What follows belongs to an exercise in optimizing a design on an open flow for small area and a short achievable clock period; a production flow would make more cautious choices.
For this run, only the layout was checked, not whether the RTL still works.

## flow/run.sh

```bash
#!/bin/bash
# synth_recipe.tcl (not shown) runs the flow's synth.tcl, then flattens the netlist and writes it again
# the make line also repeats each setting of config.mk as NAME=value (left out here)
make -C /OpenROAD-flow-scripts/flow DESIGN_CONFIG=/design/flow/config.mk WORK_HOME=/design/flow/orfs CLKGATE_MAP_FILE= SYNTH_SCRIPT=/design/flow/synth_recipe.tcl finish
```

## flow/config.mk

```make
export PLATFORM = sky130hd
export DESIGN_NAME = MAC_25
export DESIGN_NICKNAME = MAC_25
export VERILOG_FILES = /design/flow/design.v
export SDC_FILE = /design/flow/constraint.sdc
export NUM_CORES = 4
export LEC_CHECK = 0
export CAP_MARGIN = 20
export CORE_MARGIN = 2
export CORE_UTILIZATION = 40
export SLEW_MARGIN = 20
```

## flow/design.v

```verilog
module MAC_25(
    input         sys_clk,
    input         sys_en,
    input         rst_n,
    input  [7:0]  data_in_a,
    input         sign_data_in_a,
    input  [7:0]  data_in_b,
    output [15:0] mul_output,
    output [24:0] mac_output
);
    wire [7:0] a = data_in_a;
    wire       t = sign_data_in_a;
    wire       bz = |data_in_b[6:0];
    wire [7:0] bp = {data_in_b[7] & bz, data_in_b[6:0]} ^ {8{t}};
    wire       sel1 = data_in_b[0];
    wire       sel2 = t & ~data_in_b[0];
    wire pp0_0 = (sel1 & a[0]);
    wire pp0_1 = (sel1 & a[1]) | (sel2 & a[0]);
    wire pp0_2 = (sel1 & a[2]) | (sel2 & a[1]);
    wire pp0_3 = (sel1 & a[3]) | (sel2 & a[2]);
    wire pp0_4 = (sel1 & a[4]) | (sel2 & a[3]);
    wire pp0_5 = (sel1 & a[5]) | (sel2 & a[4]);
    wire pp0_6 = (sel1 & a[6]) | (sel2 & a[5]);
    wire pp0_7 = (sel1 & a[7]) | (sel2 & a[6]);
    wire pp0_8 = (sel2 & a[7]);
    wire pp1_0 = a[0] & bp[1];
    wire pp1_1 = a[1] & bp[1];
    wire pp1_2 = a[2] & bp[1];
    wire pp1_3 = a[3] & bp[1];
    wire pp1_4 = a[4] & bp[1];
    wire pp1_5 = a[5] & bp[1];
    wire pp1_6 = a[6] & bp[1];
    wire pp1_7 = a[7] & bp[1];
    wire pp2_0 = a[0] & bp[2];
    wire pp2_1 = a[1] & bp[2];
    wire pp2_2 = a[2] & bp[2];
    wire pp2_3 = a[3] & bp[2];
    wire pp2_4 = a[4] & bp[2];
    wire pp2_5 = a[5] & bp[2];
    wire pp2_6 = a[6] & bp[2];
    wire pp2_7 = a[7] & bp[2];
    wire pp3_0 = a[0] & bp[3];
    wire pp3_1 = a[1] & bp[3];
    wire pp3_2 = a[2] & bp[3];
    wire pp3_3 = a[3] & bp[3];
    wire pp3_4 = a[4] & bp[3];
    wire pp3_5 = a[5] & bp[3];
    wire pp3_6 = a[6] & bp[3];
    wire pp3_7 = a[7] & bp[3];
    wire pp4_0 = a[0] & bp[4];
    wire pp4_1 = a[1] & bp[4];
    wire pp4_2 = a[2] & bp[4];
    wire pp4_3 = a[3] & bp[4];
    wire pp4_4 = a[4] & bp[4];
    wire pp4_5 = a[5] & bp[4];
    wire pp4_6 = a[6] & bp[4];
    wire pp4_7 = a[7] & bp[4];
    wire pp5_0 = a[0] & bp[5];
    wire pp5_1 = a[1] & bp[5];
    wire pp5_2 = a[2] & bp[5];
    wire pp5_3 = a[3] & bp[5];
    wire pp5_4 = a[4] & bp[5];
    wire pp5_5 = a[5] & bp[5];
    wire pp5_6 = a[6] & bp[5];
    wire pp5_7 = a[7] & bp[5];
    wire pp6_0 = a[0] & bp[6];
    wire pp6_1 = a[1] & bp[6];
    wire pp6_2 = a[2] & bp[6];
    wire pp6_3 = a[3] & bp[6];
    wire pp6_4 = a[4] & bp[6];
    wire pp6_5 = a[5] & bp[6];
    wire pp6_6 = a[6] & bp[6];
    wire pp6_7 = a[7] & bp[6];
    wire pp7_0 = ~(a[0] & bp[7]);
    wire pp7_1 = ~(a[1] & bp[7]);
    wire pp7_2 = ~(a[2] & bp[7]);
    wire pp7_3 = ~(a[3] & bp[7]);
    wire pp7_4 = ~(a[4] & bp[7]);
    wire pp7_5 = ~(a[5] & bp[7]);
    wire pp7_6 = ~(a[6] & bp[7]);
    wire pp7_7 = ~(a[7] & bp[7]);
    wire s1 = pp0_6 ^ pp1_5;
    wire c2 = pp0_6 & pp1_5;
    wire s3 = pp0_7 ^ pp1_6 ^ pp2_5;
    wire c4 = (pp0_7 & pp1_6) | (pp0_7 & pp2_5) | (pp1_6 & pp2_5);
    wire s5 = pp3_4 ^ pp4_3 ^ pp5_2;
    wire c6 = (pp3_4 & pp4_3) | (pp3_4 & pp5_2) | (pp4_3 & pp5_2);
    wire s7 = pp0_8 ^ pp1_7 ^ pp2_6;
    wire c8 = (pp0_8 & pp1_7) | (pp0_8 & pp2_6) | (pp1_7 & pp2_6);
    wire s9 = pp3_5 ^ pp4_4 ^ pp5_3;
    wire c10 = (pp3_5 & pp4_4) | (pp3_5 & pp5_3) | (pp4_4 & pp5_3);
    wire s11 = pp2_7 ^ pp3_6 ^ pp4_5;
    wire c12 = (pp2_7 & pp3_6) | (pp2_7 & pp4_5) | (pp3_6 & pp4_5);
    wire s13 = pp0_4 ^ pp1_3;
    wire c14 = pp0_4 & pp1_3;
    wire s15 = pp0_5 ^ pp1_4 ^ pp2_3;
    wire c16 = (pp0_5 & pp1_4) | (pp0_5 & pp2_3) | (pp1_4 & pp2_3);
    wire s17 = pp3_2 ^ pp4_1;
    wire c18 = pp3_2 & pp4_1;
    wire s19 = s1 ^ pp2_4 ^ pp3_3;
    wire c20 = (s1 & pp2_4) | (s1 & pp3_3) | (pp2_4 & pp3_3);
    wire s21 = pp4_2 ^ pp5_1 ^ pp6_0;
    wire c22 = (pp4_2 & pp5_1) | (pp4_2 & pp6_0) | (pp5_1 & pp6_0);
    wire s23 = s3 ^ s5 ^ pp6_1;
    wire c24 = (s3 & s5) | (s3 & pp6_1) | (s5 & pp6_1);
    wire s25 = pp7_0 ^ 1'b1 ^ c2;
    wire c26 = (pp7_0 & 1'b1) | (pp7_0 & c2) | (1'b1 & c2);
    wire s27 = s7 ^ s9 ^ pp6_2;
    wire c28 = (s7 & s9) | (s7 & pp6_2) | (s9 & pp6_2);
    wire s29 = pp7_1 ^ c4 ^ c6;
    wire c30 = (pp7_1 & c4) | (pp7_1 & c6) | (c4 & c6);
    wire s31 = s11 ^ pp5_4 ^ pp6_3;
    wire c32 = (s11 & pp5_4) | (s11 & pp6_3) | (pp5_4 & pp6_3);
    wire s33 = pp7_2 ^ c8 ^ c10;
    wire c34 = (pp7_2 & c8) | (pp7_2 & c10) | (c8 & c10);
    wire s35 = pp3_7 ^ pp4_6 ^ pp5_5;
    wire c36 = (pp3_7 & pp4_6) | (pp3_7 & pp5_5) | (pp4_6 & pp5_5);
    wire s37 = pp6_4 ^ pp7_3 ^ c12;
    wire c38 = (pp6_4 & pp7_3) | (pp6_4 & c12) | (pp7_3 & c12);
    wire s39 = pp4_7 ^ pp5_6 ^ pp6_5;
    wire c40 = (pp4_7 & pp5_6) | (pp4_7 & pp6_5) | (pp5_6 & pp6_5);
    wire s41 = pp0_3 ^ pp1_2;
    wire c42 = pp0_3 & pp1_2;
    wire s43 = s13 ^ pp2_2 ^ pp3_1;
    wire c44 = (s13 & pp2_2) | (s13 & pp3_1) | (pp2_2 & pp3_1);
    wire s45 = s15 ^ s17 ^ pp5_0;
    wire c46 = (s15 & s17) | (s15 & pp5_0) | (s17 & pp5_0);
    wire s47 = s19 ^ s21 ^ c16;
    wire c48 = (s19 & s21) | (s19 & c16) | (s21 & c16);
    wire s49 = s23 ^ s25 ^ c20;
    wire c50 = (s23 & s25) | (s23 & c20) | (s25 & c20);
    wire s51 = s27 ^ s29 ^ c24;
    wire c52 = (s27 & s29) | (s27 & c24) | (s29 & c24);
    wire s53 = s31 ^ s33 ^ c28;
    wire c54 = (s31 & s33) | (s31 & c28) | (s33 & c28);
    wire s55 = s35 ^ s37 ^ c32;
    wire c56 = (s35 & s37) | (s35 & c32) | (s37 & c32);
    wire s57 = s39 ^ pp7_4 ^ c36;
    wire c58 = (s39 & pp7_4) | (s39 & c36) | (pp7_4 & c36);
    wire s59 = pp5_7 ^ pp6_6 ^ pp7_5;
    wire c60 = (pp5_7 & pp6_6) | (pp5_7 & pp7_5) | (pp6_6 & pp7_5);
    wire s61 = pp0_2 ^ pp1_1;
    wire c62 = pp0_2 & pp1_1;
    wire s63 = s41 ^ pp2_1 ^ pp3_0;
    wire c64 = (s41 & pp2_1) | (s41 & pp3_0) | (pp2_1 & pp3_0);
    wire s65 = s43 ^ pp4_0 ^ c42;
    wire c66 = (s43 & pp4_0) | (s43 & c42) | (pp4_0 & c42);
    wire s67 = s45 ^ c14 ^ c44;
    wire c68 = (s45 & c14) | (s45 & c44) | (c14 & c44);
    wire s69 = s47 ^ c18 ^ c46;
    wire c70 = (s47 & c18) | (s47 & c46) | (c18 & c46);
    wire s71 = s49 ^ c22 ^ c48;
    wire c72 = (s49 & c22) | (s49 & c48) | (c22 & c48);
    wire s73 = s51 ^ c26 ^ c50;
    wire c74 = (s51 & c26) | (s51 & c50) | (c26 & c50);
    wire s75 = s53 ^ c30 ^ c52;
    wire c76 = (s53 & c30) | (s53 & c52) | (c30 & c52);
    wire s77 = s55 ^ c34 ^ c54;
    wire c78 = (s55 & c34) | (s55 & c54) | (c34 & c54);
    wire s79 = s57 ^ c38 ^ c56;
    wire c80 = (s57 & c38) | (s57 & c56) | (c38 & c56);
    wire s81 = s59 ^ c40 ^ c58;
    wire c82 = (s59 & c40) | (s59 & c58) | (c40 & c58);
    wire s83 = pp6_7 ^ pp7_6 ^ c60;
    wire c84 = (pp6_7 & pp7_6) | (pp6_7 & c60) | (pp7_6 & c60);
    wire [15:0] ra = {1'b1, pp7_7, s83, s81, s79, s77, s75, s73, s71, s69, s67, s65, s63, s61, pp0_1, pp0_0};
    wire [15:0] rb = {1'b0, c84, c82, c80, c78, c76, c74, c72, c70, c68, c66, c64, c62, pp2_0, pp1_0, 1'b0};
    wire [15:0] prod;
    wire [15:0] g85 = ra & rb;
    wire [15:0] p86 = ra ^ rb;
    wire G87 = g85[1] | (p86[1] & g85[0]);
    wire P88 = p86[1] & p86[0];
    wire G89 = g85[3] | (p86[3] & g85[2]);
    wire P90 = p86[3] & p86[2];
    wire G91 = g85[5] | (p86[5] & g85[4]);
    wire P92 = p86[5] & p86[4];
    wire G93 = g85[7] | (p86[7] & g85[6]);
    wire P94 = p86[7] & p86[6];
    wire G95 = g85[9] | (p86[9] & g85[8]);
    wire P96 = p86[9] & p86[8];
    wire G97 = g85[11] | (p86[11] & g85[10]);
    wire P98 = p86[11] & p86[10];
    wire G99 = g85[13] | (p86[13] & g85[12]);
    wire P100 = p86[13] & p86[12];
    wire G101 = g85[15] | (p86[15] & g85[14]);
    wire P102 = p86[15] & p86[14];
    wire G103 = g85[2] | (p86[2] & G87);
    wire P104 = p86[2] & P88;
    wire G105 = G89 | (P90 & G87);
    wire P106 = P90 & P88;
    wire G107 = g85[6] | (p86[6] & G91);
    wire P108 = p86[6] & P92;
    wire G109 = G93 | (P94 & G91);
    wire P110 = P94 & P92;
    wire G111 = g85[10] | (p86[10] & G95);
    wire P112 = p86[10] & P96;
    wire G113 = G97 | (P98 & G95);
    wire P114 = P98 & P96;
    wire G115 = g85[14] | (p86[14] & G99);
    wire P116 = p86[14] & P100;
    wire G117 = G101 | (P102 & G99);
    wire P118 = P102 & P100;
    wire G119 = g85[4] | (p86[4] & G105);
    wire P120 = p86[4] & P106;
    wire G121 = G91 | (P92 & G105);
    wire P122 = P92 & P106;
    wire G123 = G107 | (P108 & G105);
    wire P124 = P108 & P106;
    wire G125 = G109 | (P110 & G105);
    wire P126 = P110 & P106;
    wire G127 = g85[12] | (p86[12] & G113);
    wire P128 = p86[12] & P114;
    wire G129 = G99 | (P100 & G113);
    wire P130 = P100 & P114;
    wire G131 = G115 | (P116 & G113);
    wire P132 = P116 & P114;
    wire G133 = G117 | (P118 & G113);
    wire P134 = P118 & P114;
    wire G135 = g85[8] | (p86[8] & G125);
    wire P136 = p86[8] & P126;
    wire G137 = G95 | (P96 & G125);
    wire P138 = P96 & P126;
    wire G139 = G111 | (P112 & G125);
    wire P140 = P112 & P126;
    wire G141 = G113 | (P114 & G125);
    wire P142 = P114 & P126;
    wire G143 = G127 | (P128 & G125);
    wire P144 = P128 & P126;
    wire G145 = G129 | (P130 & G125);
    wire P146 = P130 & P126;
    wire G147 = G131 | (P132 & G125);
    wire P148 = P132 & P126;
    wire G149 = G133 | (P134 & G125);
    wire P150 = P134 & P126;
    assign prod = p86 ^ {G147, G145, G143, G141, G139, G137, G135, G125, G123, G121, G119, G105, G103, G87, g85[0], 1'b0};
    assign mul_output = prod;
    reg  [24:0] acc;
    wire [15:0] pg = prod & {16{sys_en}};
    wire [24:0] addend = {{9{pg[15]}}, pg};
    wire [24:0] acc_next;
    assign acc_next = acc + addend;
    always @(posedge sys_clk or negedge rst_n) begin
        if (!rst_n)
            acc <= 25'd0;
        else
            acc <= acc_next;
    end
    assign mac_output = acc;
endmodule
```

## flow/constraint.sdc

```tcl
create_clock -name core_clock -period 12.0 [get_ports {sys_clk}]
set_input_delay 2.4000 -clock core_clock [delete_from_list [all_inputs] [get_ports {sys_clk}]]
set_output_delay 2.4000 -clock core_clock [all_outputs]
set_load 0.01 [all_outputs]
```

==> run summary <==
==> worst max path at each step <==
stage	from	endpoint	slack, ns	cells past startpoint
after global placement	sign_data_in_a	mul_output[14]	1.62	18
after CTS	sign_data_in_a	mul_output[12]	1.54	17
after detailed placement	sign_data_in_a	mul_output[12]	1.57	17
final	sign_data_in_a	mul_output[12]	1.54	17
after floorplan	sign_data_in_a	mul_output[14]	2.85	17
after global routing	sign_data_in_a	mul_output[12]	1.28	17
==> cell families (layout without fill, tap and decap cells) <==
| group | after synthesis | after routing | share of synthesized area |
|---|---|---|---|
| AO/OA/AOI/OAI | 110 | 110 | 0.186 |
| XOR/XNOR | 32 | 32 | 0.0669 |
| adder cells (fa/ha/maj) | 84 | 84 | 0.323 |
| buffers and inverters | 84 | 128 | 0.0804 |
| flip-flops | 25 | 25 | 0.149 |
| AND/OR/NAND/NOR | 157 | 157 | 0.195 |
==> metal layers <==
layer  global-route usage  wire, um
met4               0.0122         0
met2                0.265      4230
met1                0.260      4820
met5                    0         0
met3               0.0245       338
==> cell type report <==
class	instances	area, um^2	share of cell area
Inverter	62	233	0.0473
Clock buffer	3	41.3	0.00839
Multi-Input combinational cell	383	3230	0.656
Clock inverter	1	7.51	0.00153
Sequential cell	25	626	0.127
Tap cell	136	170	0.0346
Timing Repair Buffer	62	616	0.125
==> metrics by stage <==
stage	instances	hold WS (ns)
after floorplan	492	0.545
after global placement	668	0.503
after detailed placement	668	0.514
after CTS	672	0.538
after global routing	672	0.552
final	672	0.534
==> critical path, delay by kind of cell <==
| family | cells | cell delay [ns] |
|---|---|---|
| and+or+nand+nor | 1 | 0.17 |
| AOI/OAI and AO/OA | 4 | 0.83 |
| adders and majority gates | 5 | 2.43 |
| xor gates and xnor gates | 2 | 0.77 |
| buffers and inverters | 5 | 1.46 |
==> Yosys cell counts (2+ instances only) <==
cell type	n	share of area
sky130_fd_sc_hd__inv_1	62	0.056
sky130_fd_sc_hd__nand2_1	55	0.049
sky130_fd_sc_hd__ha_1	44	0.13
sky130_fd_sc_hd__fa_1	40	0.19
sky130_fd_sc_hd__and2_1	31	0.046
sky130_fd_sc_hd__a21oi_1	25	0.030
sky130_fd_sc_hd__dfrtp_1	25	0.15
sky130_fd_sc_hd__nor2_1	17	0.015
sky130_fd_sc_hd__xnor2_1	17	0.036
sky130_fd_sc_hd__a21o_1	16	0.029
sky130_fd_sc_hd__o21ai_0	16	0.019
sky130_fd_sc_hd__xor2_1	15	0.031
sky130_fd_sc_hd__clkbuf_1	13	0.012
sky130_fd_sc_hd__nand3_1	12	0.014
sky130_fd_sc_hd__nor2b_1	8	0.012
sky130_fd_sc_hd__o21a_1	8	0.014
sky130_fd_sc_hd__nor3_1	7	0.0084
sky130_fd_sc_hd__a211oi_1	5	0.0090
sky130_fd_sc_hd__nand2b_1	5	0.0075
sky130_fd_sc_hd__a22o_1	4	0.0084
sky130_fd_sc_hd__buf_1	4	0.0036
sky130_fd_sc_hd__o21bai_1	4	0.0072
sky130_fd_sc_hd__a31oi_1	3	0.0045
sky130_fd_sc_hd__nor4_1	3	0.0045
sky130_fd_sc_hd__o311ai_0	3	0.0063
sky130_fd_sc_hd__or3_1	3	0.0045
sky130_fd_sc_hd__a2111oi_0	2	0.0042
sky130_fd_sc_hd__a22oi_1	2	0.0036
sky130_fd_sc_hd__and3_1	2	0.0030
sky130_fd_sc_hd__buf_6	2	0.0054
sky130_fd_sc_hd__nand4_1	2	0.0030
sky130_fd_sc_hd__nand4b_1	2	0.0042
sky130_fd_sc_hd__o2111ai_1	2	0.0042
sky130_fd_sc_hd__o41ai_1	2	0.0042
==> results.sh <==
export IMPL_start_util=0.409
export IMPL_postSynthAreaPerCell_um2=8.51
export IMPL_worst_skew_pair_late_latency_ns=0.28
export IMPL_finished_layout_cell_area_um2=4920
export IMPL_max_cap_viol_count=0
export IMPL_port_buffers=60
export IMPL_synth_seq_cells=25
export IMPL_cts_num_sinks=25
export IMPL_drc_violation_count_after_routing=0
export IMPL_critical_path_startpoint_type="input pin"
export IMPL_nets=641
export IMPL_number_of_global_route_vias_before_repair=3375
export IMPL_hold_depth=1
export IMPL_largest_register_ffs=25
export IMPL_report_final_setup_viol=0
export IMPL_layout_common_cells="sky130_fd_sc_hd__inv_1 (62), sky130_fd_sc_hd__clkdlybuf4s50_1 (60), sky130_fd_sc_hd__nand2_1 (55)"
export IMPL_number_of_warnings_issued_by_yosys=1
export IMPL_largestRegisters="acc: 25 flops"
export IMPL_drt_wl_total_mm=9.39
export IMPL_cts_clk_slew_worst_paths_ns=0.10
export IMPL_detailedPlacementHpwl_mm=7.70
export IMPL_cts_htree_levels=1
export IMPL_yosysUniqueCellTypes=65
export IMPL_hold_path_class="reg -> reg"
export IMPL_drtIter0Drc=121
export IMPL_preCtsSetupSlack_ns=1.57
export IMPL_die_height_um=106
export IMPL_drt_antenna_violating_nets=0
export IMPL_syn_inst=492
export IMPL_skew_ns=0.00146
export IMPL_asyncSetResetFlopFracSynth=1.00
export IMPL_setup_tns_final_ns=0
export IMPL_clock_root_buffer="sky130_fd_sc_hd__clkbuf_8"
export IMPL_syn_to_final_growth_pct=17.4
export IMPL_data_arrival_time_of_the_critical_path_ns=8.06
export IMPL_grt_start_max_net_pins=26
export IMPL_initial_antenna_violation_count=0
export IMPL_max_clock_freq_ghz=0.0956
export IMPL_tritoncts="yes"
export IMPL_die_area_um2=11300
export IMPL_vias_per_cell=5.19
export IMPL_min_delay_worst_endpoint="acc[0]"
export IMPL_synth_cell_area_um2=4190
export IMPL_synth_edff_count=0
export IMPL_path_common_cell="sky130_fd_sc_hd__fa_1"
export IMPL_globalRouteTotalUtil=0.170
export IMPL_number_of_buffers_between_clock_root_and_the_deepest_sink=2
export IMPL_timing_critical_path_required_ns=9.60
export IMPL_grt_first_pass_wirelength_mm=15.9
export IMPL_worst_r2r_startpoint="acc[8]"
export IMPL_dpl_instance_area_um2=4870
export IMPL_io_pin_count=61
export IMPL_setup_worst_path_class="in -> out"
export IMPL_final_hold_violation_count=0
export IMPL_final_core_utilization=0.481
export IMPL_drive_above_1_share=0.0336
export IMPL_cts_made_buffers=3
export IMPL_finalWeightedCongestion=0.807
export IMPL_dr_pass1_iters=4
export IMPL_timing_reg2reg_worst_path_depth=8
export IMPL_std_cell_rows=37
export IMPL_postCtsResizedCells=0
export IMPL_max_slew_margin_rel=0.495
export IMPL_finalCritPeriodShare=0.872
export IMPL_cell_by_cell_listing_of_the_critical_path="clkdlybuf4s50_1 > xor2_1 > nand2_1 > fa_1 > inv_1 > fa_1 > inv_1 > fa_1 > inv_1 > fa_1 > ha_1 > a21o_1 > a22oi_2 > o21ai_0 > a21oi_1 > xnor2_1 > clkdlybuf4s50_1"
export IMPL_die_width_um=106
export IMPL_core_area_um2=10200
export IMPL_cts_repair_timing_setup_buffer_count=0
export IMPL_max_flop_register="acc"
export IMPL_detailroute_via_count=3488
export IMPL_tightestPinTransition_ns=0.752
export IMPL_reg2reg_to="acc[21]"
export IMPL_cp_end_kind="output pin"
export IMPL_finalMaxSlewViolations=0
export IMPL_min_delay_start="acc[0]"
export IMPL_avgRoutedWirePerCell_um=14.0
export IMPL_run_status="finished clean"
export IMPL_r2r_setup_slack_ns=9.52
export IMPL_sequential_element_share_of_the_synthesized_area=0.149
export IMPL_crit_fanout=9
export IMPL_critPathSlowestCell="sky130_fd_sc_hd__clkdlybuf4s50_1"
export IMPL_insertedDiodeCount=0
export IMPL_worst_slack_ns=1.54
export IMPL_synth_top_flop_cell="sky130_fd_sc_hd__dfrtp_1"
export IMPL_num_fill_cells=1023
export IMPL_final_common_cell="sky130_fd_sc_hd__inv_1"
export IMPL_critical_path_max_stage_delay_ns=0.73
export IMPL_synthesis_nets=596
export IMPL_grt_overflow=0
export IMPL_cts_hold_buffers_added=0
export IMPL_finalWorstPathRequiredPeriod_ns=10.46
export IMPL_rsz0062_at_grt="no"

-- port drivers added, routing unchanged --
How much do the figures lean on ideal ports? The routed layout below was timed once more, with nothing changed but the port constraints.
Step 1 sets driving cells, clkbuf_16 on the clock port and buf_2 on the other inputs (assumed; they add their load-dependent delay and slew).
Step 2 moves the port delays by t, midway between the first and last clock arrival at a register: inputs arrive t later, outputs are due t later. That takes back most of the time a late clock gives input paths.
a / b / c = no drivers / after step 1 / after step 2; a / b = the first two.
shift t [ns]: 0.300
setup slack, ns: 1.537 / 1.515 / 1.515
latest minus earliest clock arrival (ns): 0.002 / 0.001
After both steps setup and hold are still met in this run. For this run, drivers alone change the setup slack by -0.022 ns; drivers and shift together by -0.022 ns.
